This design comes from an exercise in tuning for small area on the open sky130 flow, not from production work. At most, simulation tests tie the RTL to the original design; equivalence was not proved.

==> run a: inputs <==
Design top_level, start of the top module:
module top_level (
    input clk, reset,
    input logic signed [10:0] sig_modulated_fixed_real,
    input logic signed [10:0] sig_modulated_fixed_imag,
    input logic signed [10:0] demod_Lo_real,
    input logic signed [10:0] demod_Lo_imag,
    output logic signed [61:0] sig_demod_30_real,
    output logic signed [61:0] sig_demod_30_imag
);
clock: 10.0 ns
lec_check: 0
cap_margin: 20
core_margin: 2
core_utilization: 50
cts_buf_list: sky130_fd_sc_hd__clkbuf_8
gpl_timing_driven: 1
setup_slack_margin: 0.1
slew_margin: 20
synth_hierarchical: 1
synth_minimum_keep_size: 0
standard.sh (not shown) runs the stock make flow with config.mk's settings and CLKGATE_MAP_FILE= SYNTH_SCRIPT=/design/flow/synth_recipe.tcl, a recipe that flattens the netlist after the stock synthesis.
==> flow/flow/run.sh <==
#!/bin/bash
# The standard layout with smaller port buffers: buffer_ports otherwise picks
# clkdlybuf4s50_1 for every port. Outputs get buf_1 (from a hook run before
# global placement), inputs buf_4.
set -euo pipefail
export PRE_GLOBAL_PLACE_TCL="$(pwd)/flow/hook_out.tcl"
export BUFFER_PORTS_ARGS="-inputs -buffer_cell sky130_fd_sc_hd__buf_4"
bash standard.sh > standard.log 2>&1
==> flow/flow/hook_out.tcl <==
# buffer the outputs with the smallest buffer; global_place.tcl then buffers the inputs
buffer_ports -outputs -buffer_cell sky130_fd_sc_hd__buf_1
==> inputs of run b, as changes to run a <==
--- a/flow/design.v
+++ b/flow/design.v
@@ -21,16 +21,15 @@
 wire [10:0] n_sig_modulated_fixed_imag = ~sig_modulated_fixed_imag;
 wire [10:0] n_demod_Lo_real = ~demod_Lo_real;
 wire [10:0] n_demod_Lo_imag = ~demod_Lo_imag;
 wire [22:0] p_re, p_im;
 logic [28:0] acc_re, acc_im, out_re, out_im;
 logic [22:0] nxt_re, nxt_im;
-logic fresh;
-wire [28:0] base_re = last ? {{5{nxt_re[22]}}, nxt_re, 1'b0} : fresh ? 29'd0 : acc_re;
-wire [28:0] base_im = last ? {{5{nxt_im[22]}}, nxt_im, 1'b0} : fresh ? 29'd0 : acc_im;
-wire [28:0] acc_next_re, acc_next_im, acc_nextn_re, acc_nextn_im;
+wire [28:0] base_re = last ? {{5{nxt_re[22]}}, nxt_re, 1'b0} : acc_re;
+wire [28:0] base_im = last ? {{5{nxt_im[22]}}, nxt_im, 1'b0} : acc_im;
+wire [28:0] acc_next_re, acc_next_im;
 wire pp1;
 wire pp2;
 wire pp3;
 wire pp4;
 wire pp5;
 wire pp6;
@@ -3759,21 +3758,22 @@
 xr u_acc_next_im_24 (.a(Ip2017), .b(IG2077), .y(acc_next_im[24]));
 xr u_acc_next_im_25 (.a(Ip2019), .b(IG2119), .y(acc_next_im[25]));
 xr u_acc_next_im_26 (.a(Ip2021), .b(IG2095), .y(acc_next_im[26]));
 xr u_acc_next_im_27 (.a(Ip2023), .b(IG2121), .y(acc_next_im[27]));
 xr u_acc_next_im_28 (.a(Ip2025), .b(IG2083), .y(acc_next_im[28]));
 always_ff @(posedge clk) begin
-    fresh <= reset;
-    acc_re <= acc_next_re;
-    acc_im <= acc_next_im;
     if (reset) begin
         cnt <= 5'd0;
+        acc_re <= '0;
+        acc_im <= '0;
         out_re <= '0;
         out_im <= '0;
     end else begin
         cnt <= last ? 5'd0 : cnt + 5'd1;
+        acc_re <= acc_next_re;
+        acc_im <= acc_next_im;
         if (last) begin
             out_re <= acc_re;
             out_im <= acc_im;
         end
     end
 end
==> flow/flow/run.sh (replaced) <==
#!/bin/bash
# The standard layout, with smaller port buffers: buffer_ports otherwise picks
# clkdlybuf4s50_1 for every port.
set -euo pipefail
export BUFFER_PORTS_ARGS="-buffer_cell sky130_fd_sc_hd__buf_2"
bash standard.sh > standard.log 2>&1
GPL_TIMING_DRIVEN = 0   (was 1)
removed: flow/flow/hook_out.tcl
==> notes.md <==
The tools report the starting utilization of the core area as 50.8%. The number of nets in the synthesized netlist is 3134. The top achievable clock speed is 103 MHz, and the simple logic cell fraction of the synthesized area is 19.7%. The flow ran to the end and the layout has no timing, DRC or antenna violations. The number of buffers and inverters on the critical path was 2; the cell depth of the worst setup path was 31.

The first global-routing pass estimated 107000 µm of wire. Data on the critical path is required at its endpoint by 10390 ps. Fraction of area in non-clock buffers: 4.74%. Setup repair after global routing left no endpoint under its margin.
-- figures above: run a

==> notes.md <==
The fraction of area in non-clock buffers was 8.38%; the number of buffers and inverters on the critical path was 3. met2 is the most crowded layer. Top achievable clock speed: 103 MHz. The flow ran to the end and the layout has no timing, DRC or antenna violations. STA puts the critical path data required time at 10370 ps. After synthesis the netlist holds a flip-flop and latch count of 167.

The tools report the row count as 79. Setup repair after global routing could not meet its margin everywhere. The synthesized netlist devotes 3.83% of its cell area to XOR and XNOR gates.

Counting buffers and inverters, the worst setup path is 30 cells deep. The number of nets handed over by synthesis was 3189.
-- figures above: run b

No run of this note included a check of the RTL's function; only the layout flow was run.

==> inputs of pepper <==
top_level, a different RTL version from the one above (not shown whole).
export LEC_CHECK = 0
export CAP_MARGIN = 20
export CORE_MARGIN = 2
export CORE_UTILIZATION = 50
export CTS_BUF_LIST = sky130_fd_sc_hd__clkbuf_8
export GPL_TIMING_DRIVEN = 0
export SETUP_SLACK_MARGIN = 0.2
export SLEW_MARGIN = 20
export SYNTH_HIERARCHICAL = 1
export SYNTH_MINIMUM_KEEP_SIZE = 0
create_clock -name core_clock -period 10.0 [get_ports {clk}]
==> flow/flow/run.sh <==
#!/bin/bash
# The standard layout, with smaller port buffers: buffer_ports otherwise picks
# clkdlybuf4s50_1 for every port.
set -euo pipefail
export BUFFER_PORTS_ARGS="-buffer_cell sky130_fd_sc_hd__buf_2"
bash standard.sh > standard.log 2>&1
==> delta: changes against pepper <==
- SETUP_SLACK_MARGIN: 0.2 -> 0.1
==> notes.md <==
Of pepper and delta, delta has the higher worst hold slack (gap 1.1 ps). Against pepper, the non-clock buffer count of delta is lower by 5. Between pepper and delta, the lower core utilization is in delta (gap 0.30 points). Wire length: delta is smaller than pepper (about 0.6%). Cell area: pepper is larger than delta (about 0.54%).
==> figures <==
| item | delta | pepper |
|---|---|---|
| Status | no timing/DRC/antenna violations | no timing/DRC/antenna violations |
| Final instance area | 26300 um^2 | 26400 um^2 |
| Number of DRC violations after detailed-routing iteration 0 | 1466 | 1509 |
| Routed length on met2 | 35900 um | 35900 um |
| Ratio of layout area to synthesized area | 1.096x | 1.102x |
| Combined area of the multi-input logic cells | 19200 um^2 | 19200 um^2 |
| Fraction of area in non-clock buffers | 7.97% | 8.44% |
| Final Non-Filler Cells | 3405 | 3410 |
| RSZ-0062 raised after global routing | yes | no |
| Min Hold Slack | 462 ps | 461 ps |
| Setup crit start | demod_Lo_real[7] | sig_modulated_fixed_imag[4] |
| Met1 track demand over resource in global routing | 45.0% | 45.1% |

==> willow: inputs <==
Another version of the RTL of top_level (not shown whole).
clock: 10.0 ns
lec_check: 0
cap_margin: 20
core_margin: 2
core_utilization: 50
cts_buf_list: sky130_fd_sc_hd__clkbuf_8
gpl_timing_driven: 0
setup_slack_margin: 0.1
slew_margin: 20
synth_hierarchical: 1
synth_minimum_keep_size: 0
Scripts as last shown in full above: flow/flow/run.sh
==> inputs of yarrow, as changes to willow <==
--- a/flow/design.v
+++ b/flow/design.v
@@ -21,15 +21,16 @@
 wire [10:0] n_sig_modulated_fixed_imag = ~sig_modulated_fixed_imag;
 wire [10:0] n_demod_Lo_real = ~demod_Lo_real;
 wire [10:0] n_demod_Lo_imag = ~demod_Lo_imag;
 wire [22:0] p_re, p_im;
 logic [28:0] acc_re, acc_im, out_re, out_im;
 logic [22:0] nxt_re, nxt_im;
-wire [28:0] base_re = last ? {{5{nxt_re[22]}}, nxt_re, 1'b0} : acc_re;
-wire [28:0] base_im = last ? {{5{nxt_im[22]}}, nxt_im, 1'b0} : acc_im;
-wire [28:0] acc_next_re, acc_next_im;
+logic fresh;
+wire [28:0] base_re = last ? {{5{nxt_re[22]}}, nxt_re, 1'b0} : fresh ? 29'd0 : acc_re;
+wire [28:0] base_im = last ? {{5{nxt_im[22]}}, nxt_im, 1'b0} : fresh ? 29'd0 : acc_im;
+wire [28:0] acc_next_re, acc_next_im, acc_nextn_re, acc_nextn_im;
 wire pp1;
 wire pp2;
 wire pp3;
 wire pp4;
 wire pp5;
 wire pp6;
@@ -3958,22 +3959,21 @@
 xr u_acc_next_im_24 (.a(Ip2085), .b(IG2213), .y(acc_next_im[24]));
 xr u_acc_next_im_25 (.a(Ip2087), .b(IG2215), .y(acc_next_im[25]));
 xr u_acc_next_im_26 (.a(Ip2089), .b(IG2217), .y(acc_next_im[26]));
 xr u_acc_next_im_27 (.a(Ip2091), .b(IG2219), .y(acc_next_im[27]));
 xr u_acc_next_im_28 (.a(Ip2093), .b(IG2221), .y(acc_next_im[28]));
 always_ff @(posedge clk) begin
+    fresh <= reset;
+    acc_re <= acc_next_re;
+    acc_im <= acc_next_im;
     if (reset) begin
         cnt <= 5'd0;
-        acc_re <= '0;
-        acc_im <= '0;
         out_re <= '0;
         out_im <= '0;
     end else begin
         cnt <= last ? 5'd0 : cnt + 5'd1;
-        acc_re <= acc_next_re;
-        acc_im <= acc_next_im;
         if (last) begin
             out_re <= acc_re;
             out_im <= acc_im;
         end
     end
 end
==> flow/flow/run.sh (replaced) <==
#!/bin/bash
# The standard layout with smaller port buffers: buffer_ports otherwise picks
# clkdlybuf4s50_1 for every port. Outputs get buf_1 (from a hook run before
# global placement), inputs buf_2.
set -euo pipefail
export PRE_GLOBAL_PLACE_TCL="$(pwd)/flow/hook_out.tcl"
export BUFFER_PORTS_ARGS="-inputs -buffer_cell sky130_fd_sc_hd__buf_2"
bash standard.sh > standard.log 2>&1
==> flow/flow/hook_out.tcl (new file) <==
# buffer the outputs with the smallest buffer; global_place.tcl then buffers the inputs
buffer_ports -outputs -buffer_cell sky130_fd_sc_hd__buf_1
--- a/flow/config.mk
+++ b/flow/config.mk
@@ -6,11 +6,11 @@
 export NUM_CORES = 4
 export LEC_CHECK = 0
 export CAP_MARGIN = 20
 export CORE_MARGIN = 2
 export CORE_UTILIZATION = 50
 export CTS_BUF_LIST = sky130_fd_sc_hd__clkbuf_8
-export GPL_TIMING_DRIVEN = 0
+export GPL_TIMING_DRIVEN = 1
 export SETUP_SLACK_MARGIN = 0.1
 export SLEW_MARGIN = 20
 export SYNTH_HIERARCHICAL = 1
 export SYNTH_MINIMUM_KEEP_SIZE = 0
==> inputs of tundra, as changes to willow <==
--- a/flow/design.v
+++ b/flow/design.v
@@ -21,15 +21,16 @@
 wire [10:0] n_sig_modulated_fixed_imag = ~sig_modulated_fixed_imag;
 wire [10:0] n_demod_Lo_real = ~demod_Lo_real;
 wire [10:0] n_demod_Lo_imag = ~demod_Lo_imag;
 wire [22:0] p_re, p_im;
 logic [28:0] acc_re, acc_im, out_re, out_im;
 logic [22:0] nxt_re, nxt_im;
-wire [28:0] base_re = last ? {{5{nxt_re[22]}}, nxt_re, 1'b0} : acc_re;
-wire [28:0] base_im = last ? {{5{nxt_im[22]}}, nxt_im, 1'b0} : acc_im;
-wire [28:0] acc_next_re, acc_next_im;
+logic fresh;
+wire [28:0] base_re = last ? {{5{nxt_re[22]}}, nxt_re, 1'b0} : fresh ? 29'd0 : acc_re;
+wire [28:0] base_im = last ? {{5{nxt_im[22]}}, nxt_im, 1'b0} : fresh ? 29'd0 : acc_im;
+wire [28:0] acc_next_re, acc_next_im, acc_nextn_re, acc_nextn_im;
 wire pp1;
 wire pp2;
 wire pp3;
 wire pp4;
 wire pp5;
 wire pp6;
@@ -3958,22 +3959,21 @@
 xr u_acc_next_im_24 (.a(Ip2085), .b(IG2213), .y(acc_next_im[24]));
 xr u_acc_next_im_25 (.a(Ip2087), .b(IG2215), .y(acc_next_im[25]));
 xr u_acc_next_im_26 (.a(Ip2089), .b(IG2217), .y(acc_next_im[26]));
 xr u_acc_next_im_27 (.a(Ip2091), .b(IG2219), .y(acc_next_im[27]));
 xr u_acc_next_im_28 (.a(Ip2093), .b(IG2221), .y(acc_next_im[28]));
 always_ff @(posedge clk) begin
+    fresh <= reset;
+    acc_re <= acc_next_re;
+    acc_im <= acc_next_im;
     if (reset) begin
         cnt <= 5'd0;
-        acc_re <= '0;
-        acc_im <= '0;
         out_re <= '0;
         out_im <= '0;
     end else begin
         cnt <= last ? 5'd0 : cnt + 5'd1;
-        acc_re <= acc_next_re;
-        acc_im <= acc_next_im;
         if (last) begin
             out_re <= acc_re;
             out_im <= acc_im;
         end
     end
 end
==> flow/flow/run.sh (replaced) <==
#!/bin/bash
# The standard layout with smaller port buffers: buffer_ports otherwise picks
# clkdlybuf4s50_1 for every port. Outputs get buf_1 (from a hook run before
# global placement), inputs buf_4.
set -euo pipefail
export PRE_GLOBAL_PLACE_TCL="$(pwd)/flow/hook_out.tcl"
export BUFFER_PORTS_ARGS="-inputs -buffer_cell sky130_fd_sc_hd__buf_4"
bash standard.sh > standard.log 2>&1
==> flow/flow/hook_out.tcl (new file) <==
# buffer the outputs with the smallest buffer; global_place.tcl then buffers the inputs
buffer_ports -outputs -buffer_cell sky130_fd_sc_hd__buf_1
==> flow/config.mk (replaced) <==
export PLATFORM = sky130hd
export DESIGN_NAME = top_level
export DESIGN_NICKNAME = top_level
export VERILOG_FILES = /design/flow/design.v
export SDC_FILE = /design/flow/constraint.sdc
export NUM_CORES = 4
export LEC_CHECK = 0
export CAP_MARGIN = 20
export CORE_MARGIN = 2
export CORE_UTILIZATION = 60
export CTS_BUF_LIST = sky130_fd_sc_hd__clkbuf_8
export GPL_TIMING_DRIVEN = 1
export SETUP_SLACK_MARGIN = 0.1
export SLEW_MARGIN = 20
export SYNTH_HIERARCHICAL = 1
export SYNTH_MINIMUM_KEEP_SIZE = 0
==> summary.md <==
| Metric | Value |
|---|---|
| R2R cell count | `30` |
| Largest stage delay on the critical path | `0.54 ns` |
| Post-synth top cells | `675 x nand2_1, 491 x fa_1, 192 x nor2_1` |
| Sequential area share after synthesis | `14.5%` |
| PostCTS Resize Cnt | `0` |
| Final GP Congestion | `0.936` |
| Synth top area share | `42.4%` |
| Clock skew | `0.0148 ns` |
| Post-Syn Nets | `3155` |
| Mapped Cells | `2474` |
| Status | `complete, no violations` |
| DIE HEIGHT | `219 um` |
-- figures above: yarrow

==> summary.md <==
| Metric | Value |
|---|---|
| Mapped Cells | `2540` |
| Post-Syn Nets | `3221` |
| Synth top area share | `41.9%` |
| PostCTS Resize Cnt | `16` |
| Largest stage delay on the critical path | `0.55 ns` |
| Status | `complete, no violations` |
| DIE HEIGHT | `221 um` |
| R2R cell count | `33` |
| Clock skew | `0.0153 ns` |
| Sequential area share after synthesis | `14.3%` |
| Post-synth top cells | `715 x nand2_1, 491 x fa_1, 174 x nor2_1` |
-- figures above: willow

==> summary.md <==
| Metric | Value |
|---|---|
| DIE HEIGHT | `201 um` |
| R2R cell count | `29` |
| Mapped Cells | `2474` |
| Status | `complete, no violations` |
| Largest stage delay on the critical path | `0.54 ns` |
| Synth top area share | `42.4%` |
| Clock skew | `0.0223 ns` |
-- figures above: tundra

For willow, only the layout was checked, not whether the RTL still works.

separate check: timing with driven ports:
The flow's constraints put no driver on any port. The routed layouts listed below were extracted and timed again, unchanged, in two steps.
Step 1, drivers: a clkbuf_16 drives clk and a buf_2 each remaining input, both assumed.
Step 2 also shifts input and output timing later by t, the mid clock arrival at the registers, as if the neighbouring blocks saw the same clock.
Slacks: ideal / step 1 / step 2; pairs: ideal / step 1.
run | t, ns | slack for setup (ns) | worst hold slack (ns) | worst data-port slew with drivers (ns)
run a | 0.532 | 0.325 / 0.332 / -0.200 | 0.459 / 0.459 / 0.459 | 0.12
run b | 0.537 | 0.328 / 0.320 / -0.217 | 0.457 / 0.457 / 0.457 | 0.12
pepper | 0.536 | 0.374 / 0.392 / -0.144 | 0.461 / 0.461 / 0.461 | 0.04
delta | 0.534 | 0.331 / 0.349 / -0.185 | 0.462 / 0.462 / 0.462 | 0.03
willow | 0.526 | 0.300 / 0.319 / -0.207 | 0.457 / 0.457 / 0.457 | 0.10
yarrow | 0.526 | 0.539 / 0.556 / 0.030 | 0.463 / 0.463 / 0.463 | 0.08
tundra | 0.540 | 0.546 / 0.564 / 0.023 | 0.463 / 0.463 / 0.463 | 0.06
With both steps, setup timing fails in 5 of these runs, where it was met with ideal ports. The setup slack of run b, which loses most, moves by -0.008 ns with the drivers and by -0.545 ns with both steps.
